From an optimization exercise on the open Yosys and OpenROAD flow, aimed at small area and a short achievable clock period; shortcuts taken in it are not production practice.
RTL that was checked went through simulation tests only; none was proved equivalent to the original.
Only the layout flow was run in runs 2 to 7; the RTL was not checked for function there.
No activity file was given, so power comes from the tool's default toggle rates.

<file path="design.v">
module commit_fifo #(
    parameter int P_ADDR_WIDTH = 5,
    parameter int P_DATA_WIDTH = 32
) (
    input  logic                    clk,
    input  logic                    rst,
    input  logic                    wr_en,
    input  logic                    commit,
    input  logic [P_DATA_WIDTH-1:0] data_in,
    output logic                    full,
    input  logic                    rd_en,
    output logic [P_DATA_WIDTH-1:0] data_out,
    output logic                    empty
);
logic [P_DATA_WIDTH-1:0] ram [2**P_ADDR_WIDTH];
logic [P_ADDR_WIDTH:0] waddr_q;
logic [P_ADDR_WIDTH:0] waddr_commit;
logic [P_ADDR_WIDTH:0] raddr_q;
logic  addr_eq;
logic  addr_wrap;
assign addr_eq   = raddr_q[P_ADDR_WIDTH-1:0] == waddr_q[P_ADDR_WIDTH-1:0];
assign addr_wrap = raddr_q[P_ADDR_WIDTH]     != waddr_q[P_ADDR_WIDTH];  
logic [P_ADDR_WIDTH:0] waddr_inc;
assign waddr_inc = waddr_q + 'd1;
assign full = addr_eq && addr_wrap;
always_ff @(posedge clk)
    if (wr_en && !full)
        ram[waddr_q[P_ADDR_WIDTH-1:0]] <= data_in;
logic discarding;
always_ff @(posedge clk)
    if (rst)
        discarding <= 0;
    else if (wr_en)
        if (commit)
            discarding <= 0;
        else if (full)
            discarding <= 1;
always_ff @(posedge clk)
    if (rst) begin
        waddr_q      <= 0;
        waddr_commit <= 0;
    end else if (wr_en)
        if (full || discarding) begin
            waddr_q <= waddr_commit;
        end else begin
            waddr_q <= waddr_inc;
            if (commit)
                waddr_commit <= waddr_inc;
        end
logic  empty_p;
assign empty_p = waddr_commit == raddr_q;
logic output_slot_avail;
logic ready;
always_ff @(posedge clk)
    if (rst)
        output_slot_avail <= 1'b1;
    else 
        output_slot_avail <= empty_p && ready;
assign ready = rd_en || output_slot_avail;
assign empty = output_slot_avail;
always_ff @(posedge clk)
    if (rst)
        raddr_q <= 'h0;
    else if (ready && !empty_p)
        raddr_q <= raddr_q + 1;
always_ff @(posedge clk)
    if (ready)
        data_out <= ram[raddr_q[P_ADDR_WIDTH-1:0]];
endmodule
</file>
<file path="run.sh">
#!/bin/bash
# synth_recipe.tcl (not shown) runs the flow's synth.tcl, then flattens the netlist and writes it again
# the make line also repeats each setting of config.mk as NAME=value (left out here)
make -C /OpenROAD-flow-scripts/flow DESIGN_CONFIG=/design/flow/config.mk WORK_HOME=/design/flow/orfs CLKGATE_MAP_FILE= SYNTH_SCRIPT=/design/flow/synth_recipe.tcl finish
</file>
<file path="config.mk">
export PLATFORM = sky130hd
export DESIGN_NAME = commit_fifo
export DESIGN_NICKNAME = commit_fifo
export VERILOG_FILES = /design/flow/design.v
export SDC_FILE = /design/flow/constraint.sdc
export NUM_CORES = 4
export LEC_CHECK = 0
export CAP_MARGIN = 20
export CORE_MARGIN = 2
export CORE_UTILIZATION = 40
export SLEW_MARGIN = 20
</file>
<file path="constraint.sdc">
create_clock -name core_clock -period 5.0 [get_ports {clk}]
set_input_delay 1.0000 -clock core_clock [delete_from_list [all_inputs] [get_ports {clk}]]
set_output_delay 1.0000 -clock core_clock [all_outputs]
set_load 0.01 [all_outputs]
</file>
==> metrics.md, run 1 <==
| Metric | Value |
|---|---|
| Largest net degree at the start of global routing | `142` |
| Top Ports | `slightly above 70` |
| Status | `no timing/DRC/antenna violations` |
| Die Area | `roughly 110000 um^2` |
| Clk slew on worst S/H paths | `roughly 60 ps` |
| Net Switching | `approximately 6.3 mW` |
| Maxcap violations | `0` |
| Sw Share | `0.268` |
| Gr usage total | `0.193` |
| Setup crit start kind | `register` |
| Power Total | `roughly 23 mW` |
| Comb pwr share | `0.199` |
| Unrepaired setup endpoints after global routing | `false` |
| Min-delay worst type | `register to register` |
| FMAX | `between 0.2 and 0.25 GHz` |
| Critical Path AT | `~3000 ps` |
| Tmin final | `about 4000 ps` |
| Clock power frac | `0.354` |
| Core Box Area | `~100000 um^2` |
| Synthesized cell area | `between 40000 and 50000 um^2` |
| I/O Buffers | `70` |
| P_leak | `between 10 and 15 nW` |
| CTS sink count | `between 1000 and 1500` |
| P&R area growth vs syn | `15.9%` |
| Max_slew headroom | `0.227` |
| Total global routing overflow | `0` |
| DR vias/cell | `5.57` |
| Post-cts hold buffer count | `0` |
| Num CTS Buffers | `between 100 and 150` |
| Clock Tree Buf Depth | `3` |
| Reg area | `between 30000 and 40000 um^2` |
| Final Wtd Congestion | `around 0.84` |
| Register bit total from synthesis | `1076` |
| Power Dens Cells | `around 480 nW/um^2` |
| Post-CTS Repair Setup Buffers | `0` |
| Layout cells sized above 1 | `0.188` |
| Yosys warnings | `1` |
| Final Util | `0.467` |
| CTS resizes | `0` |
| Sequential area share after synthesis | `0.773` |
| Antenna viol nets, final | `0` |
| Vias in the first global route | `just over 20000` |
| First-pass iteration count of the detailed router | `5` |
| Cells after synthesis | `2056` |
| Global-route wire length before repair | `~150000 um` |
| CP required | `4000 ps` |
| Die width | `roughly 330 um` |
| Post-synth cell types | `44` |
| Clock latency on the worst-skew pair | `680 ps` |
| Fill cells | `8460` |
| Final setup viols | `0` |
| CTS root buffer | `clkbuf_16` |
| CP max FO | `33` |
| Area taken by multi-input logic gates | `between 9000 and 10000 um^2` |
| Die height | `326 um` |
| H-tree Lvls | `3` |
| Cells after DPL | `3472` |
| Asr flop ratio synth | `0` |
| Setup TNS | `0 ps` |
| Pint | `roughly 17 mW` |
| Starting DRC count in detailed routing | `around 2300` |
| Via count | `~20000` |
| Worst-Margin Slew | `roughly 1100 ps` |
| Non-Filler Instances | `roughly 3700` |
| Final Hold Fails | `0` |
| Routed wire length | `approximately 100000 um` |
| Synthesized area per cell | `around 20 um^2` |
| Row cnt | `118` |
| CTS tree | `yes` |
| Mapped Nets | `~2100` |
| Pins Over Slew Limit | `0` |
| Dpl hpwl | `63400 um` |
| Routed WL per cell | `28.1 um` |
| Initial antenna violation count | `5` |
| Period utilization | `0.803` |
| Critical path class | `register to output pin` |
| Post-synth EDFFs | `1056` |
| Final nets | `roughly 2300` |
| Clock Skew | `34.4 ps` |
| Starting Density | `0.403` |
| Worst VDD drop | `approximately 0.30 mV` |
| Most used DFF post-synth | `edfxtp_1` |
| DRC | `0` |
| Power share of the sequential group | `0.447` |
| CP endpoint kind | `output pin` |
[registers in the layout, indices dropped and copies added (netlist names)]
register and flops:
waddr_commit 6, data_out 32, output_slot_avail 1, discarding 1
waddr_q 6, ram 1024, raddr_q 6
[placed cells by master, fill, tap and decap left out, drive strengths merged, types with 46 or more instances in the layout]
| master | count |
|---|---|
| a22o | 50 |
| a22oi | 46 |
| buf | 88 |
| clkbuf | 130 |
| clkdlybuf4s50 | 68 |
| edfxtp | 1056 |
| mux2i | 325 |
| mux4 | 128 |
| nor2 | 52 |
[per-stage QoR]
stage	setup WS (ps)	area, um^2	hold WS, ps
final	987	48200	530
after detailed placement	1150	44300	531
after global placement	1140	44300	524
after floorplan	1460	41500	499
after CTS	919	48000	537
after global routing	811	48200	565
[final cells by class]
cell class,count,area share
Timing Repair Buffer,156,0.0325
Antenna cell,1,0.0000520
Inverter,6,0.000468
Sequential cell,1076,0.667
Clock inverter,69,0.0175
Clock buffer,130,0.0587
Multi-Input combinational cell,860,0.188
Tap cell,1380,0.0359
[power by group through the flow]
stage	registers, mW	logic (mW)	clock network, mW
final	10.4	4.65	8.27
after global routing	10.4	4.92	8.75
after CTS	10.4	4.67	8.40
after detailed placement	10.6	4.66	0
after global placement	10.6	4.62	0
after floorplan	10.5	2.95	0
[per-layer routing]
layer  routed length (um)  part of all wire  global-route usage
met1                44400              0.43               0.279
met2                48000              0.46               0.298
met5                    0                 0                   0
met4                 1860             0.018              0.0471
met3                 9190             0.089              0.0450
[synth_stat cells (6+ instances only)]
cell	n	share of area
buf_2	60	0.0072
mux4_2	128	0.069
buf_6	6	0.0016
a22o_1	50	0.011
nand3_1	9	0.0011
o221ai_1	32	0.0067
edfxtp_1	1056	0.76
xnor2_1	8	0.0017
nor3_1	27	0.0033
a21oi_1	40	0.0048
buf_4	21	0.0038
mux2i_1	325	0.078
xor2_1	11	0.0023
a31oi_1	33	0.0050
clkbuf_1	25	0.0023
dfxtp_1	20	0.0096
nor2_1	51	0.0046
a22oi_1	46	0.0083
nand2_1	43	0.0039
and3_1	9	0.0014
[worst max-delay path, stage by stage (launching register included)]
cell	delay, ps
dfxtp_4	750
xor2_1	200
nor4_4	460
nand2_2	220
inv_2	150
clkdlybuf4s50_1	540
[final timing paths]
check / startpoint / endpoint / slack, ps / depth (start not counted)
setup / recovery: raddr_q[1] / full / 990 / 5
hold / removal: waddr_commit[0] / waddr_commit[0] / 530 / 2
setup reg to reg: raddr_q[1] / data_out[1] / 1540 / 5
hold reg to reg: waddr_commit[0] / waddr_commit[0] / 530 / 2
[cells by family (layout without fill, tap and decap cells)]
family,Yosys count,count (layout),synth area share
other,0,1,0
flip-flops,1076,1076,0.773
buffers and inverters,120,361,0.0156
AND/OR/NAND/NOR,164,164,0.0190
XOR/XNOR,19,19,0.00401
multiplexers,454,454,0.148
AO/OA/AOI/OAI,218,218,0.0390
adder cells (fa/ha/maj),5,5,0.00151
==> run 2, diff against run 1 <==
==> design.v (replaced) <==
module commit_fifo #(
    parameter int P_ADDR_WIDTH = 5,
    parameter int P_DATA_WIDTH = 32
) (
    input  logic                    clk,
    input  logic                    rst,
    input  logic                    wr_en,
    input  logic                    commit,
    input  logic [P_DATA_WIDTH-1:0] data_in,
    output logic                    full,
    input  logic                    rd_en,
    output logic [P_DATA_WIDTH-1:0] data_out,
    output logic                    empty
);
localparam int N = 2**P_ADDR_WIDTH;
logic [P_DATA_WIDTH-1:0] ram [N];
logic [P_ADDR_WIDTH:0] waddr_q;
logic [P_ADDR_WIDTH:0] waddr_commit;
logic [P_ADDR_WIDTH:0] raddr_q;
logic                  full_q;       
logic                  empty_p;      
logic                  discarding;
logic                  output_slot_avail;
logic [P_ADDR_WIDTH:0] waddr_inc;
logic [P_ADDR_WIDTH:0] raddr_inc;
logic                  occ_m1;       
logic                  ccnt_full;    
logic                  ccnt_one;     
assign waddr_inc = waddr_q + 1'b1;
assign raddr_inc = raddr_q + 1'b1;
assign occ_m1    = (waddr_inc    ^ raddr_q) == {1'b1, {P_ADDR_WIDTH{1'b0}}};
assign ccnt_full = (waddr_commit ^ raddr_q) == {1'b1, {P_ADDR_WIDTH{1'b0}}};
assign ccnt_one  = waddr_commit == raddr_inc;
logic ready, adv, wr_ok, wr_drop, wr_commit;
assign ready     = rd_en || output_slot_avail;
assign adv       = ready && !empty_p;
assign wr_ok     = wr_en && !full_q && !discarding;
assign wr_drop   = wr_en && (full_q || discarding);
assign wr_commit = wr_ok && commit;
assign full  = full_q;
assign empty = output_slot_avail;
always_ff @(posedge clk)
    if (!full_q)
        ram[waddr_q[P_ADDR_WIDTH-1:0]] <= data_in;
always_ff @(posedge clk)
    if (rst) begin
        discarding        <= 1'b0;
        waddr_q           <= '0;
        waddr_commit      <= '0;
        raddr_q           <= '0;
        full_q            <= 1'b0;
        empty_p           <= 1'b1;
        output_slot_avail <= 1'b1;
    end else begin
        if (wr_en)
            discarding <= !commit && (full_q || discarding);
        if (wr_drop)
            waddr_q <= waddr_commit;
        else if (wr_ok)
            waddr_q <= waddr_inc;
        if (wr_commit)
            waddr_commit <= waddr_inc;
        if (adv)
            raddr_q <= raddr_inc;
        full_q  <= !adv && (wr_ok ? occ_m1 : wr_drop ? ccnt_full : full_q);
        empty_p <= !wr_commit && (adv ? ccnt_one : empty_p);
        output_slot_avail <= empty_p && ready;
    end
always_ff @(posedge clk)
    if (ready)
        data_out <= ram[raddr_q[P_ADDR_WIDTH-1:0]];
endmodule
==> run 2 against run 1 <==
Net effect: largest cell class unchanged; fmax rose by 25%; register-to-register slack improved by 250 ps; critical endpoint is now data_out[10]; critical path type is now register to register; still clean; die area fell by 0.95%.
==> metrics.md, run 2 <==
| Metric | Value |
|---|---|
| Worst VDD drop | `0.274 mV (-7.8%)` |
| Synthesized area per cell | `24.3 um^2 (+20%)` |
| Mapped Nets | `1734 (-17%)` |
| CP required | `5420 ps (+1420 ps)` |
| Maxcap violations | `0 (unchanged)` |
| Setup crit start kind | `register` |
| Row cnt | `117 (-0.85%)` |
| Period utilization | `0.641 (-0.161)` |
| Comb pwr share | `0.068 (-0.131)` |
| CP endpoint kind | `register` |
| Setup TNS | `0 ps (unchanged)` |
| Global-route wire length before repair | `140000 um (-5.2%)` |
| Pint | `15.2 mW (-11%)` |
| Die height | `325 um (-0.48%)` |
| Critical Path AT | `3620 ps (+610 ps)` |
| Largest net degree at the start of global routing | `85 (-40%)` |
| Die Area | `105000 um^2 (-0.95%)` |
| Clock Tree Buf Depth | `3 (unchanged)` |
| Yosys warnings | `1 (unchanged)` |
| Post-synth cell types | `39 (-11%)` |
| Dpl hpwl | `52100 um (-18%)` |
| Initial antenna violation count | `5 (unchanged)` |
| Layout cells sized above 1 | `0.320 (+0.132)` |
| Via count | `18600 (-9.4%)` |
| P&R area growth vs syn | `15.3%` |
| First-pass iteration count of the detailed router | `5 (unchanged)` |
| Setup ws final | `1790 ps (+807 ps)` |
| Commonest non-fill, non-tap cell in the layout | `edfxtp_1` |
| Num CTS Buffers | `107 (-1.8%)` |
| Die width | `325 um (-0.48%)` |
| CTS sink count | `1078 (+0.19%)` |
| Clk slew on worst S/H paths | `60 ps (about the same)` |
| Antenna viol nets, final | `0 (unchanged)` |
| CTS resizes | `0 (unchanged)` |
| Final nets | `1891 (-16%)` |
| Asr flop ratio synth | `0 (unchanged)` |
| Starting DRC count in detailed routing | `2231 (-3.8%)` |
| I/O Buffers | `70 (unchanged)` |
| Fill cells | `8318 (-1.7%)` |
| Ant diodes | `0 (-1)` |
| Total global routing overflow | `0 (unchanged)` |
| Commonest cells after routing, fill and taps aside | `1056 x edfxtp_1, 320 x mux4_2, 107 x clkbuf_16` |
| Cell taking the most area after synthesis | `edfxtp_1` |
| Most frequent cell after synthesis | `edfxtp_1` |
| Min-delay worst type | `register to register` |
| Clock Skew | `32.3 ps (-2.03 ps)` |
| Post-CTS Repair Setup Buffers | `0 (unchanged)` |
| Power Dens Cells | `408 nW/um^2 (-16%)` |
| Max reg flops | `1024 (unchanged)` |
| Critical path class | `register to register` |
| Register bit total from synthesis | `1078 (+0.19%)` |
| Worst-Margin Slew | `1150 ps (-1.11 ps)` |
| Starting Density | `0.404 (+0.00125)` |
| Final Hold Fails | `0 (unchanged)` |
| Final Wtd Congestion | `0.736 (-13%)` |
| Synthesized cell area | `41100 um^2 (-0.97%)` |
| Top Ports | `71 (unchanged)` |
| Routed wire length | `97900 um (-5.3%)` |
| Sequential area share after synthesis | `0.781 (+0.00852)` |
| Clock power frac | `0.404 (+0.050)` |
| Core Box Area | `102000 um^2 (-1.3%)` |
| Post-synth EDFFs | `1056 (unchanged)` |
| P_leak | `14.2 nW (-2.5%)` |
| Power share of the sequential group | `0.528 (+0.081)` |
| FMAX | `0.312 GHz (+25%)` |
| Pre-CTS setup slack | `1690 ps (+545 ps)` |
| Post-cts hold buffer count | `0 (unchanged)` |
| DR vias/cell | `5.62 (+0.93%)` |
| Vias in the first global route | `19300 (-6.0%)` |
| Post-synth top cells | `1056 x edfxtp_1, 320 x mux4_2, 58 x clkbuf_1, 55 x nor2_1, 32 x mux2_2` |
| Pins Over Slew Limit | `0 (unchanged)` |
| H-tree Lvls | `3 (unchanged)` |
| Most used DFF post-synth | `edfxtp_1` |
| Tmin final | `3210 ps (-807 ps)` |
| Clock latency on the worst-skew pair | `670 ps (about the same)` |
| Cells after synthesis | `1691 (-18%)` |
| Max_slew headroom | `0.232 (+0.00482)` |
| Gr usage total | `0.186 (-0.00731)` |
| CP max FO | `69 (+110%)` |
| Final setup viols | `0 (unchanged)` |
| Status | `no timing/DRC/antenna violations` |
| Ranking of synthesized cells by area | `edfxtp_1 77%, mux4_2 18%, dfxtp_1 1.1%` |
| DRC | `0 (unchanged)` |
| Unrepaired setup endpoints after global routing | `false` |
| Post-synth top area share | `0.771 (+0.00745)` |
| Sw Share | `0.212 (-0.0562)` |
| CTS tree | `yes` |
| Net Switching | `4.11 mW (-34%)` |
| Routed WL per cell | `29.7 um (+5.4%)` |
| CTS root buffer | `clkbuf_16` |
-- run 2: changes by cell type in the layout (fill, tap and decap cells not counted), moves of 7 or more --
cell / change
a21oi_1: -34
a22o_1: -49
a22oi_1: -42
a31oi_1: -32
buf_4: -12
bufinv_16: -7
mux2_2: +32
mux2i_1: -323
mux4_2: +192
nand2_1: -28
nor3_1: -22
o221ai_1: -32
-- run 2: metal layers --
| metal | track usage | vias up | wire [um] |
|---|---|---|---|
| met5 | 0 | - | 39 |
| met4 | 0.0457 | 6 | 2000 |
| met3 | 0.0377 | 150 | 6560 |
| met2 | 0.312 | 644 | 49600 |
| met1 | 0.249 | 10200 | 39700 |
| li1 | - | 7586 | - |
-- run 2: path summary, 6_finish.rpt --
path | start | end | slack [ps] | depth (start not counted)
max | raddr_q[0] | data_out[10] | 1790 | 4
min | empty_p | output_slot_avail | 480 | 1
max reg2reg | raddr_q[0] | data_out[10] | 1790 | 4
min reg2reg | empty_p | output_slot_avail | 480 | 1
-- run 2: cells by family after synthesis --
kind of cell	synth area share
buffers and inverters	0.0111
AND/OR/NAND/NOR	0.0116
adder cells (fa/ha/maj)	0.00182
AO/OA/AOI/OAI	0.00520
multiplexers	0.184
flip-flops	0.781
XOR/XNOR	0.00447
-- run 2: power by group through the flow --
stage / Combinational, mW / Clock [mW] / Sequential [mW]
6_report: 1.31 / 7.82 / 10.2
5_1_grt: 1.41 / 8.33 / 10.2
4_1_cts: 1.34 / 7.97 / 10.2
3_5_place_dp: 1.33 / 0 / 10.4
3_3_place_gp: 1.29 / 0 / 10.4
2_1_floorplan: 0.820 / 0 / 10.4
-- run 2: stage by stage --
stage	util	area, um^2	std cells	hold WS (ps)	total power [mW]
3_3_place_gp	0.431	43900	3101	459	11.7
3_5_place_dp	0.432	44100	3107	466	11.8
5_1_grt	0.466	47500	3303	502	20.0
4_1_cts	0.466	47500	3303	482	19.5
6_report	0.466	47500	3303	476	19.4
2_1_floorplan	-	41100	1691	441	11.2
-- run 2: area by class of cell --
cell class | instances | area, um^2 | area share
flip-flops and latches | 1078 | 32200 | 0.678
multi-input cells | 518 | 8780 | 0.185
clock buffers | 126 | 2750 | 0.0579
well taps | 1368 | 1710 | 0.0361
repair buffers | 140 | 1370 | 0.0290
clock inverters | 70 | 659 | 0.0139
inverters | 3 | 11.3 | 0.000237
-- run 2: worst max-delay path, cell delays in order (launching register included) --
cell and delay (ps):
dfxtp_4 920, buf_12 540, mux4_2 590, mux4_2 520, mux2_2 280
==> run 3, diff against run 2 <==
==> design.v (replaced) <==
module commit_fifo #(
    parameter int P_ADDR_WIDTH = 5,
    parameter int P_DATA_WIDTH = 32
) (
    input  logic                    clk,
    input  logic                    rst,
    input  logic                    wr_en,
    input  logic                    commit,
    input  logic [P_DATA_WIDTH-1:0] data_in,
    output logic                    full,
    input  logic                    rd_en,
    output logic [P_DATA_WIDTH-1:0] data_out,
    output logic                    empty
);
localparam int N = 2**P_ADDR_WIDTH;
logic [P_DATA_WIDTH-1:0] ram [N];
logic [P_ADDR_WIDTH:0] waddr_q;
logic [P_ADDR_WIDTH:0] waddr_commit;
logic [P_ADDR_WIDTH:0] raddr_q;
logic [N-1:0]          rsel_q;       
logic                  full_q;       
logic                  not_full_q;   
logic                  empty_p;      
logic                  discarding;
logic                  output_slot_avail;   
logic                  slot_used_q;         
logic [P_ADDR_WIDTH:0] waddr_inc;
logic [P_ADDR_WIDTH:0] raddr_inc;
logic                  occ_m1;       
logic                  ccnt_full;    
logic                  ccnt_one;     
assign waddr_inc = waddr_q + 1'b1;
assign raddr_inc = raddr_q + 1'b1;
assign occ_m1    = (waddr_inc    ^ raddr_q) == {1'b1, {P_ADDR_WIDTH{1'b0}}};
assign ccnt_full = (waddr_commit ^ raddr_q) == {1'b1, {P_ADDR_WIDTH{1'b0}}};
assign ccnt_one  = waddr_commit == raddr_inc;
logic ready, adv, wr_ok, wr_drop, wr_commit, full_next, avail_next;
assign ready     = rd_en || !slot_used_q;
assign adv       = ready && !empty_p;
assign wr_ok     = wr_en && not_full_q && !discarding;
assign wr_drop   = wr_en && !(not_full_q && !discarding);
assign wr_commit = wr_ok && commit;
assign full_next  = !rst && !adv && (wr_ok ? occ_m1 : wr_drop ? ccnt_full : !not_full_q);
assign avail_next = rst || (empty_p && ready);
assign full  = full_q;
assign empty = output_slot_avail;
for (genvar i = 0; i < N; i++) begin : g_ram
    always_ff @(posedge clk)
        if (not_full_q && waddr_q[P_ADDR_WIDTH-1:0] == i)
            ram[i] <= data_in;
end
logic [P_DATA_WIDTH-1:0] rdata;
always_comb begin
    rdata = '0;
    for (int i = 0; i < N; i++)
        rdata = rdata | ({P_DATA_WIDTH{rsel_q[i]}} & ram[i]);
end
always_ff @(posedge clk) begin
    full_q            <= full_next;
    not_full_q        <= !full_next;
    output_slot_avail <= avail_next;
    slot_used_q       <= !avail_next;
end
always_ff @(posedge clk)
    if (rst) begin
        discarding        <= 1'b0;
        waddr_q           <= '0;
        waddr_commit      <= '0;
        raddr_q           <= '0;
        rsel_q            <= {{(N-1){1'b0}}, 1'b1};
        empty_p           <= 1'b1;
    end else begin
        if (wr_en)
            discarding <= !commit && !(not_full_q && !discarding);
        if (wr_drop)
            waddr_q <= waddr_commit;
        else if (wr_ok)
            waddr_q <= waddr_inc;
        if (wr_commit)
            waddr_commit <= waddr_inc;
        if (adv) begin
            raddr_q <= raddr_inc;
            rsel_q  <= {rsel_q[N-2:0], rsel_q[N-1]};
        end
        empty_p <= !wr_commit && (adv ? ccnt_one : empty_p);
    end
always_ff @(posedge clk)
    if (ready)
        data_out <= rdata;
endmodule
--- a/config.mk
+++ b/config.mk
@@ -8,4 +8,5 @@
 export CAP_MARGIN = 20
 export CORE_MARGIN = 2
 export CORE_UTILIZATION = 40
+export SETUP_SLACK_MARGIN = 2.8
 export SLEW_MARGIN = 20
==> run 3 against run 2 <==
Net effect: synthesized area down 3.4%; utilization up 0.94 points; combinational power shrank 55%; critical path depth is 3 lower; first-iteration DRC count rose by 68%; power grew 0.38%; die area fell by 3.4%; sequential cell count up 34; sequential power about the same.
==> metrics.md, run 3 <==
| Metric | Value |
|---|---|
| Clock latency on the worst-skew pair | `710 ps (+40 ps)` |
| Via count | `23900 (+28%)` |
| Die width | `319 um (-1.7%)` |
| Period utilization | `0.467 (-0.174)` |
| Worst-Margin Slew | `1080 ps (-65.2 ps)` |
| Clk slew on worst S/H paths | `60 ps (about the same)` |
| Top Ports | `71 (unchanged)` |
| CTS tree | `yes` |
| P&R area growth vs syn | `17.7%` |
| Layout cells sized above 1 | `0.177 (-0.143)` |
| Sequential area share after synthesis | `0.826 (+0.0448)` |
| Status | `no timing/DRC/antenna violations` |
| Final nets | `2425 (+28%)` |
| Pins Over Slew Limit | `0 (unchanged)` |
| Commonest non-fill, non-tap cell in the layout | `edfxtp_1` |
| Min-delay worst type | `register to register` |
| P_leak | `14.6 nW (+2.5%)` |
| Die Area | `102000 um^2 (-3.4%)` |
| Antenna viol nets, final | `0 (unchanged)` |
| CP max FO | `1 (-99%)` |
| I/O Buffers | `70 (unchanged)` |
| Dpl hpwl | `65900 um (+26%)` |
| Final setup viols | `0 (unchanged)` |
| Post-cts hold buffer count | `0 (unchanged)` |
| WHS | `500 ps (+23.8 ps)` |
| CTS sink count | `1112 (+3.2%)` |
| Unrepaired setup endpoints after global routing | `true` |
| Gr usage total | `0.247 (+0.0607)` |
| Row cnt | `115 (-1.7%)` |
| Total global routing overflow | `0 (unchanged)` |
| Core Box Area | `98400 um^2 (-3.4%)` |
| Worst R2R Path Depth | `4 (unchanged)` |
| Clock Skew | `57.9 ps (+25.6 ps)` |
| Maxcap violations | `0 (unchanged)` |
| Die height | `319 um (-1.7%)` |
| Critical Path Max Stage Delay | `460 ps (-460 ps)` |
| Starting Density | `0.404 (about the same)` |
| Mapped Nets | `2249 (+30%)` |
| CP required | `4000 ps (-1420 ps)` |
| Cell Chain, Critical Path | `buf_2` |
| Critical path class | `register to output pin` |
| Cell family with most CP delay | `flip-flops` |
| Synthesized cell area | `39700 um^2 (-3.4%)` |
| Post-synth cell types | `40 (+2.6%)` |
| CP endpoint kind | `output pin` |
| Synthesized area per cell | `18.0 um^2 (-26%)` |
| Asr flop ratio synth | `0 (unchanged)` |
| Slowest-stage cell, CP | `edfxtp_1` |
| WHS Path Cells | `2 (+1)` |
| Post-synth EDFFs | `1056 (unchanged)` |
| Cells after synthesis | `2205 (+30%)` |
| Clock Tree Buf Depth | `3 (unchanged)` |
| Commonest cells after routing, fill and taps aside | `1056 x edfxtp_1, 515 x a22oi_1, 129 x nand4_1` |
| Yosys warnings | `2 (+1)` |
| Starting DRC count in detailed routing | `3748 (+68%)` |
| Global-route wire length before repair | `177000 um (+26%)` |
| Initial antenna violation count | `4 (-1)` |
| Max_slew headroom | `0.275 (+0.0430)` |
| Post-synth top area share | `0.798 (+0.0273)` |
| Pre-CTS setup slack | `1680 ps (-7.56 ps)` |
| Register bit total from synthesis | `1112 (+3.2%)` |
| Power Total | `19.4 mW (+0.38%)` |
| Most used DFF post-synth | `edfxtp_1` |
| Setup TNS | `0 ps (unchanged)` |
| DR vias/cell | `6.34 (+13%)` |
| Ranking of synthesized cells by area | `edfxtp_1 80%, a22oi_1 9.7%, dfxtp_1 2.8%` |
| Power Dens Cells | `416 nW/um^2 (+1.9%)` |
| Setup crit start kind | `register` |
| Routed wire length | `128000 um (+31%)` |
| Critical Path AT | `1340 ps (-2280 ps)` |
| CTS root buffer | `clkbuf_16` |
| Setup ws final | `2660 ps (+870 ps)` |
| Tmin final | `2340 ps (-870 ps)` |
| Routed WL per cell | `34.1 um (+15%)` |
| H-tree Lvls | `3 (unchanged)` |
| Critical path depth | `1 (-3)` |
| Final Wtd Congestion | `0.812 (+10%)` |
| Worst VDD drop | `0.303 mV (+10%)` |
| Buffers & Inverters on Critical Path | `1 (unchanged)` |
| Cell taking the most area after synthesis | `edfxtp_1` |
| First-pass iteration count of the detailed router | `6 (+1)` |
| Num CTS Buffers | `110 (+2.8%)` |
| DRC | `0 (unchanged)` |
| Largest net degree at the start of global routing | `55 (-35%)` |
| Max reg flops | `1024 (unchanged)` |
| Vias in the first global route | `23000 (+19%)` |
| FMAX | `0.428 GHz (+37%)` |
| Post-synth top cells | `1056 x edfxtp_1, 515 x a22oi_1, 148 x clkbuf_1, 129 x nand4_1, 75 x nand2_1` |
| Most frequent cell after synthesis | `edfxtp_1` |
| Fill cells | `8192 (-1.5%)` |
| Final Hold Fails | `0 (unchanged)` |
-- run 3: cells by family after synthesis --
kind of cell | count (synthesis) | synth area share
xor gates and xnor gates | 22 | 0.00520
AOI/OAI and AO/OA | 578 | 0.106
adders and majority gates | 7 | 0.00220
muxes | 3 | 0.000756
buffers and inverters | 161 | 0.0154
DFF | 1112 | 0.826
and+or+nand+nor | 322 | 0.0442
-- run 3: through the flow --
step	util	instances	instance area (um^2)
after floorplan	-	2205	39800
after global placement	0.430	3483	42300
after detailed placement	0.430	3485	42400
after CTS	0.475	3761	46700
after global routing	0.475	3763	46800
final	0.475	3763	46800
-- run 3: worst min-delay path, stage by stage (launching register included) --
cell and delay [ps]:
dfxtp_2 340, nand2_1 60, a21oi_1 60
-- run 3: layout make-up --
type | count | area, um^2 | share of cell area
Inverter | 6 | 22.5 | 0.000482
Sequential cell | 1112 | 32900 | 0.704
Tap cell | 1287 | 1610 | 0.0344
Clock buffer | 138 | 2910 | 0.0622
Timing Repair Buffer | 215 | 1910 | 0.0408
Multi-Input combinational cell | 936 | 6640 | 0.142
Antenna cell | 1 | 2.50 | 0.0000535
Clock inverter | 68 | 773 | 0.0165
-- run 3: path summary, 6_finish.rpt --
path | to | from | slack (ps)
max | data_out[30] | data_out[30] | 2660
min | rsel_q[30] | rsel_q[30] | 500
max reg2reg | data_out[17] | rsel_q[17] | 2750
min reg2reg | rsel_q[30] | rsel_q[30] | 500
-- run 3: where the power goes --
part / internal (mW) / leakage, nW / total [mW] / switching, mW
Clock: 4.86 / 1.80 / 8.41 / 3.56
Sequential: 10.4 / 10.1 / 10.4 / 0.0761
Combinational: 0.173 / 2.73 / 0.586 / 0.413
Total: 15.4 / 14.6 / 19.4 / 4.04
-- run 3: what timing repair did --
item	CTS	global route
cloned	4	1
gates resized for setup	181	17
pin swaps	33	0
endpoints found under the hold margin	0	0
endpoints found under the setup margin	998	119
buffers inserted	66	0
-- run 3: metal layers --
| metal | vias up | global-route usage | share of wire |
|---|---|---|---|
| met5 | - | 0 | 0.00016 |
| met4 | 4 | 0.101 | 0.047 |
| met3 | 332 | 0.0439 | 0.11 |
| met2 | 1686 | 0.394 | 0.47 |
| met1 | 12300 | 0.335 | 0.37 |
| li1 | 9500 | - | - |
==> run 4, diff against run 3 <==
--- a/config.mk
+++ b/config.mk
@@ -8,5 +8,4 @@
 export CAP_MARGIN = 20
 export CORE_MARGIN = 2
 export CORE_UTILIZATION = 40
-export SETUP_SLACK_MARGIN = 2.8
 export SLEW_MARGIN = 20
==> run 4 against run 3 <==
Net effect: critical path type is now register to register; worst hold slack worse by 40 ps; sequential power hardly changed; utilization is 1.0 points lower; critical endpoint is now ram[23][13]; design area is 2.2% lower; global-route usage is 0.63 points lower.
==> metrics.md, run 4 <==
| Metric | Value |
|---|---|
| Post-CTS Repair Setup Buffers | `0 (-100%)` |
| First-pass iteration count of the detailed router | `5 (-1)` |
| Hold wc startpoint | `rsel_q[18]` |
| Num CTS Buffers | `110 (unchanged)` |
| Clock power frac | `0.423 (-0.010)` |
| Worst R2R Path Depth | `4 (unchanged)` |
| Register bit total from synthesis | `1112 (unchanged)` |
| Die width | `319 um (unchanged)` |
| Core Box Area | `98400 um^2 (unchanged)` |
| Period utilization | `0.579 (+0.112)` |
| Ranking of synthesized cells by area | `edfxtp_1 80%, a22oi_1 9.7%, dfxtp_1 2.8%` |
| Critical Path AT | `3240 ps (+1900 ps)` |
| Post-synth top area share | `0.798 (unchanged)` |
| Post-synth cell types | `40 (unchanged)` |
| Via count | `23300 (-2.4%)` |
| Layout cells sized above 1 | `0.127 (-0.0504)` |
| Yosys warnings | `2 (unchanged)` |
| Total global routing overflow | `0 (unchanged)` |
| Routed WL per cell | `33.9 um (-0.84%)` |
| Max reg flops | `1024 (unchanged)` |
| Worst-Margin Slew | `1200 ps (+113 ps)` |
| CP endpoint kind | `register` |
| CP Launch Point | `waddr_q[0]` |
| Critical path class | `register to register` |
| Pins Over Slew Limit | `0 (unchanged)` |
| CTS tree | `yes` |
| Clock Tree Buf Depth | `3 (unchanged)` |
| Final setup viols | `0 (unchanged)` |
| Cells after synthesis | `2205 (unchanged)` |
| Tmin final | `2900 ps (+560 ps)` |
| Gr usage total | `0.240 (-0.00625)` |
| DRC | `0 (unchanged)` |
| Power Dens Cells | `418 nW/um^2 (+0.67%)` |
| Most used DFF post-synth | `edfxtp_1` |
| H-tree Lvls | `3 (unchanged)` |
| Clock Skew | `41.2 ps (-16.7 ps)` |
| Sw Share | `0.206 (-0.00249)` |
| Commonest cells after routing, fill and taps aside | `1056 x edfxtp_1, 515 x a22oi_1, 129 x nand4_1` |
| Comb pwr share | `0.032 (+0.002)` |
| Top Ports | `71 (unchanged)` |
| Global-route wire length before repair | `173000 um (-2.5%)` |
| Initial antenna violation count | `3 (-1)` |
| Die height | `319 um (unchanged)` |
| Setup TNS | `0 ps (unchanged)` |
| Sequential area share after synthesis | `0.826 (unchanged)` |
| Final Util | `0.465 (-0.0103)` |
| P_leak | `14.0 nW (-4.0%)` |
| CP max FO | `19 (+18)` |
| Vias in the first global route | `22600 (-1.7%)` |
| Reg2reg start | `waddr_q[0]` |
| Starting DRC count in detailed routing | `3503 (-6.5%)` |
| Dpl hpwl | `63300 um (-3.9%)` |
| Clk slew on worst S/H paths | `60 ps (about the same)` |
| WHS | `460 ps (-39.9 ps)` |
| Synthesized area per cell | `18.0 um^2 (unchanged)` |
| Post-synth EDFFs | `1056 (unchanged)` |
| CTS sink count | `1112 (unchanged)` |
| Max_slew headroom | `0.201 (-0.0747)` |
| WHS Path Cells | `2 (unchanged)` |
| Largest net degree at the start of global routing | `55 (unchanged)` |
| Unrepaired setup endpoints after global routing | `false` |
| FMAX | `0.345 GHz (-19%)` |
| Final nets | `2347 (-3.2%)` |
| I/O Buffers | `70 (unchanged)` |
| Die Area | `102000 um^2 (unchanged)` |
| Antenna viol nets, final | `0 (unchanged)` |
| CTS resizes | `0 (-100%)` |
| Setup crit start kind | `register` |
| Power Total | `19.1 mW (-1.5%)` |
| Mapped Nets | `2249 (unchanged)` |
| Min-delay worst type | `register to register` |
| Final Wtd Congestion | `0.792 (-2.4%)` |
| Asr flop ratio synth | `0 (unchanged)` |
| Post-cts hold buffer count | `0 (unchanged)` |
| Final Hold Fails | `0 (unchanged)` |
| Synthesized cell area | `39700 um^2 (unchanged)` |
| Status | `no timing/DRC/antenna violations` |
| Commonest non-fill, non-tap cell in the layout | `edfxtp_1` |
| Maxcap violations | `0 (unchanged)` |
| Row cnt | `115 (unchanged)` |
| Post-synth top cells | `1056 x edfxtp_1, 515 x a22oi_1, 148 x clkbuf_1, 129 x nand4_1, 75 x nand2_1` |
| Net Switching | `3.94 mW (-2.7%)` |
| Cell taking the most area after synthesis | `edfxtp_1` |
| Pint | `15.2 mW (-1.2%)` |
| Worst VDD drop | `0.271 mV (-11%)` |
| Clock latency on the worst-skew pair | `700 ps (about the same)` |
| Power share of the sequential group | `0.545 (+0.008)` |
| Routed wire length | `125000 um (-3.0%)` |
| CP required | `5340 ps (+1340 ps)` |
| DR vias/cell | `6.33 (-0.19%)` |
| Starting Density | `0.404 (unchanged)` |
| Most frequent cell after synthesis | `edfxtp_1` |
| Worst R2R Setup Slack | `2100 ps (-650 ps)` |
| CTS root buffer | `clkbuf_16` |
| P&R area growth vs syn | `15.1%` |
==> run 4: cell types whose count changed in the layout (fill, tap and decap cells not counted), moves of 4 or more <==
cell | before | now
clkdlybuf4s50_1 | 27 | 59
dfxtp_1 | 18 | 24
buf_4 | 108 | 71
buf_12 | 12 | 0
clkinv_1 | 24 | 28
clkbuf_8 | 5 | 0
buf_6 | 21 | 0
bufinv_16 | 14 | 10
buf_2 | 41 | 11
dfxtp_4 | 7 | 1
==> run 4: worst paths after layout <==
kind                                    end
worst max-delay path            ram[23][13]
worst min-delay path             rsel_q[19]
worst max register to register  ram[23][13]
worst min register to register   rsel_q[19]
==> run 4: kinds of logic (layout without fill, tap and decap cells) <==
family / Yosys count / in the layout / synth area share
DFF: 1112 / 1112 / 0.826
AOI/OAI and AO/OA: 578 / 578 / 0.106
and+or+nand+nor: 322 / 322 / 0.0442
buffers and inverters: 161 / 349 / 0.0154
xor gates and xnor gates: 22 / 22 / 0.00520
adders and majority gates: 7 / 7 / 0.00220
muxes: 3 / 3 / 0.000756
other: 0 / 1 / 0
==> run 4: layout make-up <==
class	instances	area (um^2)
Clock inverter	66	622
Timing Repair Buffer	141	1180
Antenna cell	1	2.50
Fill cell	8253	52700
Inverter	6	22.5
Tap cell	1287	1610
Multi-Input combinational cell	932	6530
Sequential cell	1112	32900
Clock buffer	136	2910
==> run 4: per-stage QoR <==
step	instance area [um^2]	setup WS, ps	std cells
finish	45800	2100	3681
global route	45700	2060	3680
CTS	45800	2150	3680
detailed placement	42300	1810	3478
global placement	42300	1780	3478
floorplan	39700	2110	2205
==> run 4: power by group through the flow <==
stage / Clock [mW] / Combinational [mW] / Sequential [mW]
floorplan: 0 / 0.201 / 10.6
global placement: 0 / 0.606 / 10.6
detailed placement: 0 / 0.615 / 10.6
CTS: 8.17 / 0.616 / 10.4
global route: 8.55 / 0.649 / 10.4
finish: 8.10 / 0.613 / 10.4
==> run 4: worst max-delay path, stage by stage, from the launching register on <==
cell and delay, ps:
dfxtp_1 510, ha_1 330, nand3_1 280, nor2_4 980, buf_4 460
==> run 4: routing by layer <==
metal	GRT usage	part of all wire
met1	0.327	0.39
met2	0.390	0.48
met5	0	0.00029
met3	0.0455	0.11
met4	0.0792	0.031
==> run 5, diff against run 4 <==
--- a/design.v
+++ b/design.v
@@ -18,6 +18,7 @@
 logic [P_ADDR_WIDTH:0] waddr_commit;
 logic [P_ADDR_WIDTH:0] raddr_q;
 logic [N-1:0]          rsel_q;       
+logic [N-1:0]          wsel_q;       
 logic                  full_q;       
 logic                  not_full_q;   
 logic                  empty_p;      
@@ -44,9 +45,22 @@
 assign avail_next = rst || (empty_p && ready);
 assign full  = full_q;
 assign empty = output_slot_avail;
+logic [N-1:0] wsel_next;
+always_comb
+    for (int i = 0; i < N; i++)
+        if (rst)
+            wsel_next[i] = i == 0;
+        else if (wr_drop)
+            wsel_next[i] = waddr_commit[P_ADDR_WIDTH-1:0] == i;
+        else if (wr_ok)
+            wsel_next[i] = wsel_q[(i+N-1)%N];
+        else
+            wsel_next[i] = wsel_q[i];
+always_ff @(posedge clk)
+    wsel_q <= wsel_next;
 for (genvar i = 0; i < N; i++) begin : g_ram
     always_ff @(posedge clk)
-        if (not_full_q && waddr_q[P_ADDR_WIDTH-1:0] == i)
+        if (not_full_q && wsel_q[i])
             ram[i] <= data_in;
 end
 logic [P_DATA_WIDTH-1:0] rdata;
@@ -85,6 +99,5 @@
         empty_p <= !wr_commit && (adv ? ccnt_one : empty_p);
     end
 always_ff @(posedge clk)
-    if (ready)
-        data_out <= rdata;
+    data_out <= (rdata & {P_DATA_WIDTH{ready}}) | (data_out & {P_DATA_WIDTH{!ready}});
 endmodule
--- a/config.mk
+++ b/config.mk
@@ -8,4 +8,5 @@
 export CAP_MARGIN = 20
 export CORE_MARGIN = 2
 export CORE_UTILIZATION = 40
+export SETUP_SLACK_MARGIN = 3.0
 export SLEW_MARGIN = 20
==> run 5 against run 4 <==
Net effect: still clean; synthesized cell count grew 6.6%; worst hold slack lost 1.5 ps; die area grew 3.4%; wire length grew 16%; critical path type is now register to output pin; largest cell class unchanged.
==> metrics.md, run 5 <==
| Metric | Value |
|---|---|
| Status | `no timing/DRC/antenna violations` |
| Final Hold Fails | `0 (unchanged)` |
| Worst VDD drop | `0.277 mV (+2.4%)` |
| Layout cells sized above 1 | `0.154 (+0.0270)` |
| Cell taking the most area after synthesis | `edfxtp_1` |
| Design Area, Final | `47400 um^2 (+3.6%)` |
| Setup ws final | `2580 ps (+471 ps)` |
| Final setup viols | `0 (unchanged)` |
| Commonest non-fill, non-tap cell in the layout | `edfxtp_1` |
| Maxcap violations | `0 (unchanged)` |
| Area taken by multi-input logic gates | `7180 um^2 (+10%)` |
| Clock Skew | `38.2 ps (-2.96 ps)` |
| CTS tree | `yes` |
| Post-synth cell types | `42 (+5.0%)` |
| Critical Path AT | `1420 ps (-1820 ps)` |
| Starting Density | `0.404 (about the same)` |
| Slowest-stage cell, CP | `edfxtp_1` |
| Area post-placement | `43400 um^2 (+2.6%)` |
| Cells after synthesis | `2351 (+6.6%)` |
| Cell family with most CP delay | `flip-flops` |
| Critical Path Max Stage Delay | `520 ps (-460 ps)` |
| WHS Path Cells | `2 (unchanged)` |
| Top Ports | `71 (unchanged)` |
| Routed WL per cell | `36.8 um (+8.7%)` |
| Antenna viol nets, final | `0 (unchanged)` |
| Die height | `325 um (+1.7%)` |
| Most used DFF post-synth | `edfxtp_1` |
| Commonest cells after routing, fill and taps aside | `1056 x edfxtp_1, 505 x a22oi_1, 131 x nand4_1` |
| Period utilization | `0.485 (-0.0943)` |
| Register bit total from synthesis | `1144 (+2.9%)` |
| Fill cells | `8599 (+4.2%)` |
| Via count | `25700 (+10%)` |
| Setup crit start kind | `register` |
| Final Wtd Congestion | `0.830 (+4.7%)` |
| Cell Chain, Critical Path | `buf_2` |
| H-tree Lvls | `3 (unchanged)` |
| Synthesized cell area | `41100 um^2 (+3.5%)` |
| P&R area growth vs syn | `15.2% (about the same)` |
| Routed wire length | `144000 um (+16%)` |
| Total global routing overflow | `0 (unchanged)` |
| Worst-Margin Slew | `1170 ps (-24.2 ps)` |
| Max reg flops | `1024 (unchanged)` |
| Critical path class | `register to output pin` |
| CTS root buffer | `clkbuf_16` |
| Num CTS Buffers | `109 (-0.91%)` |
| P_leak | `14.8 nW (+5.9%)` |
| Clk slew on worst S/H paths | `60 ps (about the same)` |
| DR vias/cell | `6.56 (+3.7%)` |
| Power Dens Cells | `421 nW/um^2 (+0.71%)` |
| Tmin final | `2420 ps (-471 ps)` |
| WHS | `459 ps (-1.51 ps)` |
| Yosys warnings | `2 (unchanged)` |
| Row cnt | `117 (+1.7%)` |
| Largest net degree at the start of global routing | `50 (-9.1%)` |
| Die Area | `105000 um^2 (+3.4%)` |
| First-pass iteration count of the detailed router | `6 (+1)` |
| Pins Over Slew Limit | `0 (unchanged)` |
| Vias in the first global route | `24200 (+6.7%)` |
| Synthesized area per cell | `17.5 um^2 (-2.9%)` |
| Ranking of synthesized cells by area | `edfxtp_1 77%, a22oi_1 9.4%, dfxtp_1 4.3%` |
| CP endpoint kind | `output pin` |
| Asr flop ratio synth | `0 (unchanged)` |
| Setup TNS | `0 ps (unchanged)` |
| Final Util | `0.465 (about the same)` |
| Worst R2R Path Depth | `4 (unchanged)` |
| Post-synth EDFFs | `1056 (unchanged)` |
| Clock latency on the worst-skew pair | `700 ps (about the same)` |
| Core Box Area | `102000 um^2 (+3.5%)` |
| I/O Buffers | `70 (unchanged)` |
| Min-delay worst type | `register to register` |
| DRC | `0 (unchanged)` |
| Reg2reg start | `rsel_q[15]` |
| Final nets | `2492 (+6.2%)` |
| CP max FO | `1 (-18)` |
| Mapped Nets | `2390 (+6.3%)` |
| CTS sink count | `1144 (+2.9%)` |
| Worst R2R Setup Slack | `2940 ps (+840 ps)` |
| Post-synth top cells | `1056 x edfxtp_1, 514 x a22oi_1, 131 x nand4_1, 127 x clkbuf_1, 88 x dfxtp_1` |
| Starting DRC count in detailed routing | `4758 (+36%)` |
| Gr usage total | `0.253 (+0.0124)` |
| Unrepaired setup endpoints after global routing | `true` |
| Endpoint, Worst Hold | `rsel_q[8]` |
| Reg area | `33600 um^2 (+2.1%)` |
| Sequential area share after synthesis | `0.814 (-0.0122)` |
| Dpl hpwl | `67600 um (+6.7%)` |
| CP required | `4000 ps (-1340 ps)` |
| Global-route wire length before repair | `188000 um (+9.0%)` |
| Initial antenna violation count | `9 (+6)` |
| Die width | `325 um (+1.7%)` |
| Hold wc startpoint | `rsel_q[8]` |
| Post-synth top area share | `0.771 (-0.0269)` |
| Clock Tree Buf Depth | `3 (unchanged)` |
| Most frequent cell after synthesis | `edfxtp_1` |
| Pre-CTS setup slack | `1870 ps (+67.0 ps)` |
| Max_slew headroom | `0.216 (+0.0156)` |
| Buffers & Inverters on Critical Path | `1 (unchanged)` |
| FMAX | `0.413 GHz (+19%)` |
-- run 5: cell types whose count changed after synthesis, sizes merged, moves of 6 or more --
cell | previous run | this run
a221oi | 0 | 31
and2 | 2 | 33
and3 | 2 | 16
buf | 7 | 48
clkbuf | 148 | 127
dfxtp | 56 | 88
nand2 | 75 | 81
nor2 | 48 | 55
nor3 | 2 | 20
o21ai | 13 | 3
-- run 5: worst reg2reg max path: stages (launching register included) --
cell and delay (ps):
dfxtp_4 480, buf_12 230, a22oi_1 300, nand4_1 180, or4_4 590
-- run 5: cell families after synthesis --
group,after synthesis,synth area share
flops,1144,0.814
compound gates,605,0.109
simple gates,395,0.0528
buf+inv,178,0.0176
xor+xnor,27,0.00609
fa+ha+maj,2,0.000608
-- run 5: cell type report --
type	instances	share of cell area
diodes	4	0.000211
flip-flops and latches	1144	0.708
clock inverters	53	0.0104
repair buffers	158	0.0303
well taps	1368	0.0361
clock buffers	150	0.0626
repair inverters	1	0.000158
multi-input cells	1036	0.151
inverters	3	0.000317
-- run 5: worst max-delay path by stage --
stage	cells past startpoint	slack, ps	from	end
after CTS	1	2570	register	data_out[30]
final	1	2580	register	data_out[30]
after global routing	1	2560	register	data_out[30]
after floorplan	6	2900	rd_en	raddr_q[4]
after global placement	5	1970	wr_en	wsel_q[10]
after detailed placement	5	1870	wr_en	wsel_q[10]
-- run 5: report_power, final --
group          switching [mW]  internal, mW
sequential              0.170          10.8
combinational           0.646         0.218
clock                    3.59          4.52
-- run 5: timing repair --
item	in CTS	in global routing
pin swaps	1	6
setup buffers	9	19
gates cloned	1	7
hold buffers	0	0
gates resized for setup	231	18
endpoints found under the setup margin	867	206
-- run 5: routing by layer --
| metal | GRT usage | routed length, um |
|---|---|---|
| met4 | 0.0949 | 7260 |
| met1 | 0.341 | 51900 |
| met2 | 0.405 | 65600 |
| met5 | 0 | 51 |
| met3 | 0.0511 | 19300 |
-- run 5: metrics by stage --
step,std cells,power [mW]
finish,3917,20.0
global route,3914,20.4
CTS,3886,19.9
detailed placement,3673,12.0
global placement,3673,12.0
floorplan,2351,11.5
==> run 6, diff against run 5 <==
--- a/config.mk
+++ b/config.mk
@@ -7,6 +7,6 @@
 export LEC_CHECK = 0
 export CAP_MARGIN = 20
 export CORE_MARGIN = 2
-export CORE_UTILIZATION = 40
+export CORE_UTILIZATION = 65
 export SETUP_SLACK_MARGIN = 3.0
 export SLEW_MARGIN = 20
==> run 6 against run 5 <==
Net effect: clock skew shrank 18 ps; design area down 1.0%; clock power decreased by 0.5%; synthesized cell count unchanged; sequential cell count stayed put; non-clock buffer count up 17; worst hold slack better by 50 ps; utilization increased by 28 points; power hardly changed; still clean; first-iteration DRC count increased by 5.3%.
==> metrics.md, run 6 <==
| Metric | Value |
|---|---|
| I/O Buffers | `70 (unchanged)` |
| Slowest-stage cell, CP | `edfxtp_1` |
| Commonest cells after routing, fill and taps aside | `1056 x edfxtp_1, 510 x a22oi_1, 131 x nand4_1` |
| Synthesized area per cell | `17.5 um^2 (unchanged)` |
| Critical Path Max Stage Delay | `470 ps (-50 ps)` |
| Initial antenna violation count | `5 (-4)` |
| CP endpoint kind | `output pin` |
| Buffers & Inverters on Critical Path | `1 (unchanged)` |
| Asr flop ratio synth | `0 (unchanged)` |
| Worst R2R Setup Slack | `2950 ps (about the same)` |
| Maxcap violations | `0 (unchanged)` |
| H-tree Lvls | `3 (unchanged)` |
| DRC | `0 (unchanged)` |
| Starting DRC count in detailed routing | `5011 (+5.3%)` |
| Die height | `256 um (-21%)` |
| Post-synth cell types | `42 (unchanged)` |
| Starting Density | `0.654 (+0.251)` |
| Max_slew headroom | `0.271 (+0.0543)` |
| FMAX | `0.432 GHz (+4.8%)` |
| Die width | `256 um (-21%)` |
| Power Dens Cells | `426 nW/um^2 (+1.0%)` |
| Critical Path AT | `1310 ps (-110 ps)` |
| Cell taking the most area after synthesis | `edfxtp_1` |
| Pins Over Slew Limit | `0 (unchanged)` |
| CTS root buffer | `clkbuf_16` |
| Post-synth top cells | `1056 x edfxtp_1, 514 x a22oi_1, 131 x nand4_1, 127 x clkbuf_1, 88 x dfxtp_1` |
| Worst R2R Path Depth | `4 (unchanged)` |
| Sequential area share after synthesis | `0.814 (unchanged)` |
| Global-route wire length before repair | `189000 um (+0.41%)` |
| Most frequent cell after synthesis | `edfxtp_1` |
| Worst-Margin Slew | `1090 ps (-81.2 ps)` |
| Most used DFF post-synth | `edfxtp_1` |
| Unrepaired setup endpoints after global routing | `true` |
| P_leak | `14.9 nW (+0.90%)` |
| Die Area | `65300 um^2 (-38%)` |
| Mapped Nets | `2390 (unchanged)` |
| Final Wtd Congestion | `0.836 (+0.71%)` |
| Via count | `26000 (+1.2%)` |
| Yosys warnings | `2 (unchanged)` |
| Register bit total from synthesis | `1144 (unchanged)` |
| Routed wire length | `139000 um (-3.6%)` |
| Final setup viols | `0 (unchanged)` |
| Commonest non-fill, non-tap cell in the layout | `edfxtp_1` |
| Post-synth EDFFs | `1056 (unchanged)` |
| Final Hold Fails | `0 (unchanged)` |
| Pre-CTS setup slack | `1820 ps (-53.4 ps)` |
| Num CTS Buffers | `108 (-0.92%)` |
| DR vias/cell | `7.60 (+16%)` |
| Dpl hpwl | `64400 um (-4.7%)` |
| P&R area growth vs syn | `14.1%` |
| CP max FO | `1 (unchanged)` |
| Setup ws final | `2690 ps (+110 ps)` |
| CTS tree | `yes` |
| Total global routing overflow | `0 (unchanged)` |
| Cells after synthesis | `2351 (unchanged)` |
| Clock latency on the worst-skew pair | `670 ps (-30 ps)` |
| Cell Chain, Critical Path | `buf_2` |
| Gr usage total | `0.424 (+0.171)` |
| Setup TNS | `0 ps (unchanged)` |
| Termination of the worst setup path | `data_out[3]` |
| Largest net degree at the start of global routing | `48 (-4.0%)` |
| Reg2reg start | `rsel_q[29]` |
| CTS sink count | `1144 (unchanged)` |
| Synthesized cell area | `41100 um^2 (unchanged)` |
| Core Box Area | `62900 um^2 (-38%)` |
| Min-delay worst type | `register to register` |
| Ranking of synthesized cells by area | `edfxtp_1 77%, a22oi_1 9.4%, dfxtp_1 4.3%` |
| First-pass iteration count of the detailed router | `6 (unchanged)` |
| Period utilization | `0.463 (-0.0221)` |
| Worst VDD drop | `0.398 mV (+44%)` |
| Status | `no timing/DRC/antenna violations` |
| Layout cells sized above 1 | `0.159 (+0.00545)` |
| Tmin final | `2310 ps (-110 ps)` |
| Clock Skew | `20.2 ps (-18.0 ps)` |
| Critical path class | `register to output pin` |
| Final nets | `2519 (+1.1%)` |
| Top Ports | `71 (unchanged)` |
| Vias in the first global route | `24300 (+0.51%)` |
| Clk slew on worst S/H paths | `60 ps (about the same)` |
| Post-synth top area share | `0.771 (unchanged)` |
| Critical path depth | `1 (unchanged)` |
| Clock Tree Buf Depth | `3 (unchanged)` |
| Setup crit start kind | `register` |
| Cell family with most CP delay | `flip-flops` |
| Antenna viol nets, final | `0 (unchanged)` |
| CP required | `4000 ps (about the same)` |
| Routed WL per cell | `40.6 um (+10%)` |
| Row cnt | `92 (-21%)` |
| Max reg flops | `1024 (unchanged)` |
==> run 6: cell counts after synthesis <==
Identical to the previous run, type by type.
==> run 6: where the power goes <==
part / switching (mW) / total, mW / internal [mW]
registers: 0.152 / 11.0 / 10.8
clock network: 3.45 / 8.07 / 4.62
logic: 0.674 / 0.905 / 0.231
==> run 6: cells by family (layout without fill, tap and decap cells) <==
group,Yosys count,in the layout,share of synthesized area
flops,1144,1144,0.814
compound gates,605,605,0.109
simple gates,395,413,0.0528
buf+inv,178,380,0.0176
xor+xnor,27,27,0.00609
fa+ha+maj,2,2,0.000608
other cells,0,5,0
==> run 6: worst min path at each step <==
stage                          start    endpoint  slack (ps)  cells past startpoint
after floorplan            wsel_q[0]   wsel_q[0]         460                      2
after detailed placement  wsel_q[31]  wsel_q[31]         500                      2
after global routing      wsel_q[31]   wsel_q[0]         540                      2
after global placement     wsel_q[0]   wsel_q[0]         480                      2
after CTS                 wsel_q[31]  wsel_q[31]         510                      2
final                     wsel_q[31]  wsel_q[31]         510                      2
==> run 6: final cells by class <==
cell class                 instances  area (um^2)
timing repair buffer             175         1550
clock inverter                    69          601
multi-input combinational       1047         7230
inverter                           3         15.0
sequential                      1144        33600
timing repair inverter             1         7.51
fill                            3745        15900
tap                              846         1060
antenna                            5         12.5
clock buffer                     132         2870
==> run 6: per-stage QoR <==
step,hold WS [ps],cells,area [um^2],utilization,power (mW)
after floorplan,465,2351,41100,-,11.5
after global placement,483,3160,42800,0.681,12.0
after detailed placement,500,3160,42800,0.681,12.0
after CTS,512,3409,46800,0.744,19.9
after global routing,542,3418,46900,0.746,20.3
final,509,3422,46900,0.746,20.0
==> run 6: routing by layer <==
layer,vias to the layer above,global-route usage,share of wire
li1,9973,-,-
met1,13100,0.602,0.34
met2,2514,0.624,0.44
met3,419,0.104,0.16
met4,6,0.211,0.057
met5,-,0,0.00027
==> run 6: repair_timing <==
action | in CTS | in global routing
cloned | 19 | 0
pin swaps | 22 | 0
hold buffers | 0 | 0
resized for setup | 238 | 21
buffers inserted | 29 | 8
setup endpoints to repair | 1190 | 109
==> run 7, diff against run 6 <==
--- a/config.mk
+++ b/config.mk
@@ -8,5 +8,6 @@
 export CAP_MARGIN = 20
 export CORE_MARGIN = 2
 export CORE_UTILIZATION = 65
+export CTS_BUF_LIST = sky130_fd_sc_hd__clkbuf_8
 export SETUP_SLACK_MARGIN = 3.0
 export SLEW_MARGIN = 20
==> run 7 against run 6 <==
Net effect: still clean on timing, DRC and antenna; synthesized cell count unchanged; design area down 1.5%; first-iteration DRC count down 2.5%; global-route usage down 2.3 points; critical path depth unchanged; worst setup slack worse by 150 ps; clock-buffer cell count up 52; non-clock buffer count down 14; die area unchanged; clock skew up 0.53 ps; critical endpoint unchanged.
==> metrics.md, run 7 <==
| Metric | Value |
|---|---|
| Worst-Margin Slew | `1100 ps (+8.65 ps)` |
| Clk slew on worst S/H paths | `60 ps (about the same)` |
| Mapped Nets | `2390 (unchanged)` |
| CTS root buffer | `clkbuf_8` |
| Num CTS Buffers | `173 (+60%)` |
| Final nets | `2554 (+1.4%)` |
| Starting Density | `0.654 (unchanged)` |
| Gr usage total | `0.400 (-0.0235)` |
| Final Wtd Congestion | `0.836 (unchanged)` |
| Register bit total from synthesis | `1144 (unchanged)` |
| Row cnt | `92 (unchanged)` |
| Worst R2R Path Depth | `3 (-1)` |
| Vias in the first global route | `24400 (+0.33%)` |
| FMAX | `0.407 GHz (-5.9%)` |
| Comb pwr share | `0.045 (about the same)` |
| Asr flop ratio synth | `0 (unchanged)` |
| Antenna viol nets, final | `0 (unchanged)` |
| Top Ports | `71 (unchanged)` |
| Dpl hpwl | `64400 um (unchanged)` |
| Most frequent cell after synthesis | `edfxtp_1` |
| CP endpoint kind | `output pin` |
| Post-synth cell types | `42 (unchanged)` |
| Starting DRC count in detailed routing | `4886 (-2.5%)` |
| P_leak | `14.8 nW (-0.71%)` |
| Pint | `14.5 mW (-7.7%)` |
| Synthesized area per cell | `17.5 um^2 (unchanged)` |
| Ranking of synthesized cells by area | `edfxtp_1 77%, a22oi_1 9.4%, dfxtp_1 4.3%` |
| FF-to-FF End | `ram[8][30]` |
| Die height | `256 um (unchanged)` |
| Cell family with most CP delay | `flip-flops` |
| Power Total | `18.7 mW (-6.3%)` |
| Final setup viols | `0 (unchanged)` |
| Endpoint, Worst Hold | `wsel_q[31]` |
| Cell Chain, Critical Path | `buf_2` |
| Die Area | `65300 um^2 (unchanged)` |
| Clock latency on the worst-skew pair | `820 ps (+150 ps)` |
| Die width | `256 um (unchanged)` |
| Global-route wire length before repair | `180000 um (-4.6%)` |
| Slowest-stage cell, CP | `edfxtp_1` |
| Period utilization | `0.492 (+0.0291)` |
| Commonest cells after routing, fill and taps aside | `1056 x edfxtp_1, 512 x a22oi_1, 184 x clkbuf_8` |
| Post-cts hold buffer count | `0 (unchanged)` |
| Reg2reg start | `not_full_q` |
| Critical Path Max Stage Delay | `460 ps (about the same)` |
| Most used DFF post-synth | `edfxtp_1` |
| DR vias/cell | `7.35 (-3.3%)` |
| Total global routing overflow | `0 (unchanged)` |
| Setup TNS | `0 ps (unchanged)` |
| Net Switching | `4.23 mW (-1.0%)` |
| Synthesized cell area | `41100 um^2 (unchanged)` |
| Routed wire length | `131000 um (-5.8%)` |
| I/O Buffers | `70 (unchanged)` |
| Design Area, Final | `46200 um^2 (-1.5%)` |
| Max reg flops | `1024 (unchanged)` |
| Sw Share | `0.226 (+0.0121)` |
| Clock Tree Buf Depth | `3 (unchanged)` |
| Layout cells sized above 1 | `0.159 (about the same)` |
| First-pass iteration count of the detailed router | `7 (+1)` |
| Non-Filler Instances | `3494 (+2.1%)` |
| Sequential area share after synthesis | `0.814 (unchanged)` |
| Worst R2R Setup Slack | `2870 ps (-80 ps)` |
| DRC | `0 (unchanged)` |
| Cells after synthesis | `2351 (unchanged)` |
| Unrepaired setup endpoints after global routing | `true` |
| Commonest non-fill, non-tap cell in the layout | `edfxtp_1` |
| Cell taking the most area after synthesis | `edfxtp_1` |
| Power share of the sequential group | `0.587 (+0.037)` |
| Max_slew headroom | `0.265 (-0.00579)` |
| Status | `no timing/DRC/antenna violations` |
| Tmin final | `2460 ps (+146 ps)` |
| Core Box Area | `62900 um^2 (unchanged)` |
| Hold wc startpoint | `wsel_q[31]` |
| Fill cells | `3886 (+3.8%)` |
| Final Hold Fails | `0 (unchanged)` |
| Buffers & Inverters on Critical Path | `1 (unchanged)` |
| Power Dens Cells | `405 nW/um^2 (-4.9%)` |
| WHS | `510 ps (+1.39 ps)` |
| CP max FO | `1 (unchanged)` |
| Routed WL per cell | `37.5 um (-7.8%)` |
| Initial antenna violation count | `5 (unchanged)` |
| Clock Skew | `20.7 ps (+0.529 ps)` |
| Largest net degree at the start of global routing | `48 (unchanged)` |
| Clock power frac | `0.368 (-0.037)` |
| Cells after DPL | `3160 (unchanged)` |
| P&R area growth vs syn | `12.4%` |
| WHS Path Cells | `2 (unchanged)` |
| Post-synth EDFFs | `1056 (unchanged)` |
| Critical Path AT | `1460 ps (+150 ps)` |
| CP required | `4000 ps (about the same)` |
| Area post-placement | `42800 um^2 (unchanged)` |
| Yosys warnings | `2 (unchanged)` |
| Setup crit start kind | `register` |
| Worst VDD drop | `0.318 mV (-20%)` |
| Pins Over Slew Limit | `0 (unchanged)` |
| Critical path class | `register to output pin` |
| Min-delay worst type | `register to register` |
| CTS tree | `yes` |
| Maxcap violations | `0 (unchanged)` |
| Post-synth top cells | `1056 x edfxtp_1, 514 x a22oi_1, 131 x nand4_1, 127 x clkbuf_1, 88 x dfxtp_1` |
| CTS sink count | `1144 (unchanged)` |
| Post-synth top area share | `0.771 (unchanged)` |
| Via count | `25700 (-1.3%)` |
| H-tree Lvls | `4 (+1)` |
run 7: cell counts after synthesis:
No cell type changed its count.
run 7: cell families (layout without fill, tap and decap cells):
logic type | after synthesis | in the layout | synth area share
simple gates | 395 | 397 | 0.0528
other cells | 0 | 4 | 0
buf+inv | 178 | 469 | 0.0176
flops | 1144 | 1144 | 0.814
compound gates | 605 | 605 | 0.109
xor+xnor | 27 | 27 | 0.00609
fa+ha+maj | 2 | 2 | 0.000608
run 7: per-stage QoR:
step / setup slack, ps / util
after global placement: 1870 / 0.681
after floorplan: 2900 / -
after CTS: 2510 / 0.733
after detailed placement: 1820 / 0.681
final: 2540 / 0.735
after global routing: 2490 / 0.735
run 7: how the worst max path moves through the flow:
stage / startpoint / endpoint / slack, ps / depth (start not counted)
CTS: register / data_out[3] / 2510 / 1
global route: register / data_out[3] / 2490 / 1
global placement: wr_en / wsel_q[9] / 1870 / 5
finish: register / data_out[3] / 2540 / 1
floorplan: rd_en / raddr_q[4] / 2900 / 6
detailed placement: wr_en / wsel_q[10] / 1820 / 5
run 7: layer usage:
metal	share of wire	track usage	vias to the layer above
met1	0.35	0.573	13000
met2	0.46	0.604	2261
met5	0.00018	0	-
li1	-	-	10000
met4	0.043	0.159	4
met3	0.15	0.0988	379
run 7: power groups by stage:
| stage | Clock (mW) | Combinational [mW] | Sequential, mW |
|---|---|---|---|
| final | 6.88 | 0.843 | 11.0 |
| after global routing | 7.28 | 0.873 | 11.0 |
| after CTS | 6.87 | 0.809 | 11.0 |
| after detailed placement | 0 | 0.834 | 11.2 |
| after global placement | 0 | 0.819 | 11.2 |
| after floorplan | 0 | 0.332 | 11.1 |
run 7: cell type report:
cell class | count | area [um^2] | area share
Sequential cell | 1144 | 33600 | 0.726
Multi-Input combinational cell | 1031 | 7090 | 0.153
Clock buffer | 184 | 2530 | 0.0548
Timing Repair Buffer | 161 | 1410 | 0.0305
Tap cell | 846 | 1060 | 0.0229
Clock inverter | 120 | 514 | 0.0111
Inverter | 3 | 15.0 | 0.000325
Antenna cell | 4 | 10.0 | 0.000217
Timing Repair inverter | 1 | 7.51 | 0.000162
run 7: repair_timing:
item / in CTS / in global routing
setup endpoints to repair: 1137 / 274
gates cloned: 2 / 1
setup buffers: 11 / 12
gates resized for setup: 239 / 12

[re-timing with driven ports]
How much do the figures lean on ideal ports? The routed layouts below were timed once more, with nothing changed but the port constraints. Step 1 assumes that a clkbuf_16 drives the clock port and a buf_2 every other input. Step 2 times the ports against the registers' clock, not the clock port: input delays grow and output delays shrink by t, the midpoint of the rising clock arrivals with the driver on. Three values: no drivers, after step 1, after step 2; two values: the first two.
run | t, ns | setup WS [ns] | worst hold slack (ns) | worst data-port slew with drivers (ns)
run 1 | 0.740 | 0.987 / 0.913 / 1.092 | 0.530 / 0.530 / 0.530 | 0.09
run 2 | 0.724 | 1.794 / 1.794 / 1.794 | 0.476 / 0.476 / 0.476 | 0.14
run 3 | 0.755 | 2.664 / 2.588 / 2.239 | 0.500 / 0.500 / 0.500 | 0.10
run 4 | 0.746 | 2.105 / 2.105 / 1.857 | 0.460 / 0.460 / 0.460 | 0.16
run 5 | 0.748 | 2.576 / 2.507 / 2.294 | 0.459 / 0.459 / 0.459 | 0.13
run 6 | 0.724 | 2.686 / 2.617 / 2.357 | 0.509 / 0.509 / 0.509 | 0.12
run 7 | 0.879 | 2.541 / 2.474 / 2.293 | 0.510 / 0.510 / 0.510 | 0.12
After both steps every run listed still meets setup and hold. The setup slack of run 3, which loses most, moves by -0.076 ns with the drivers and by -0.425 ns with both steps.
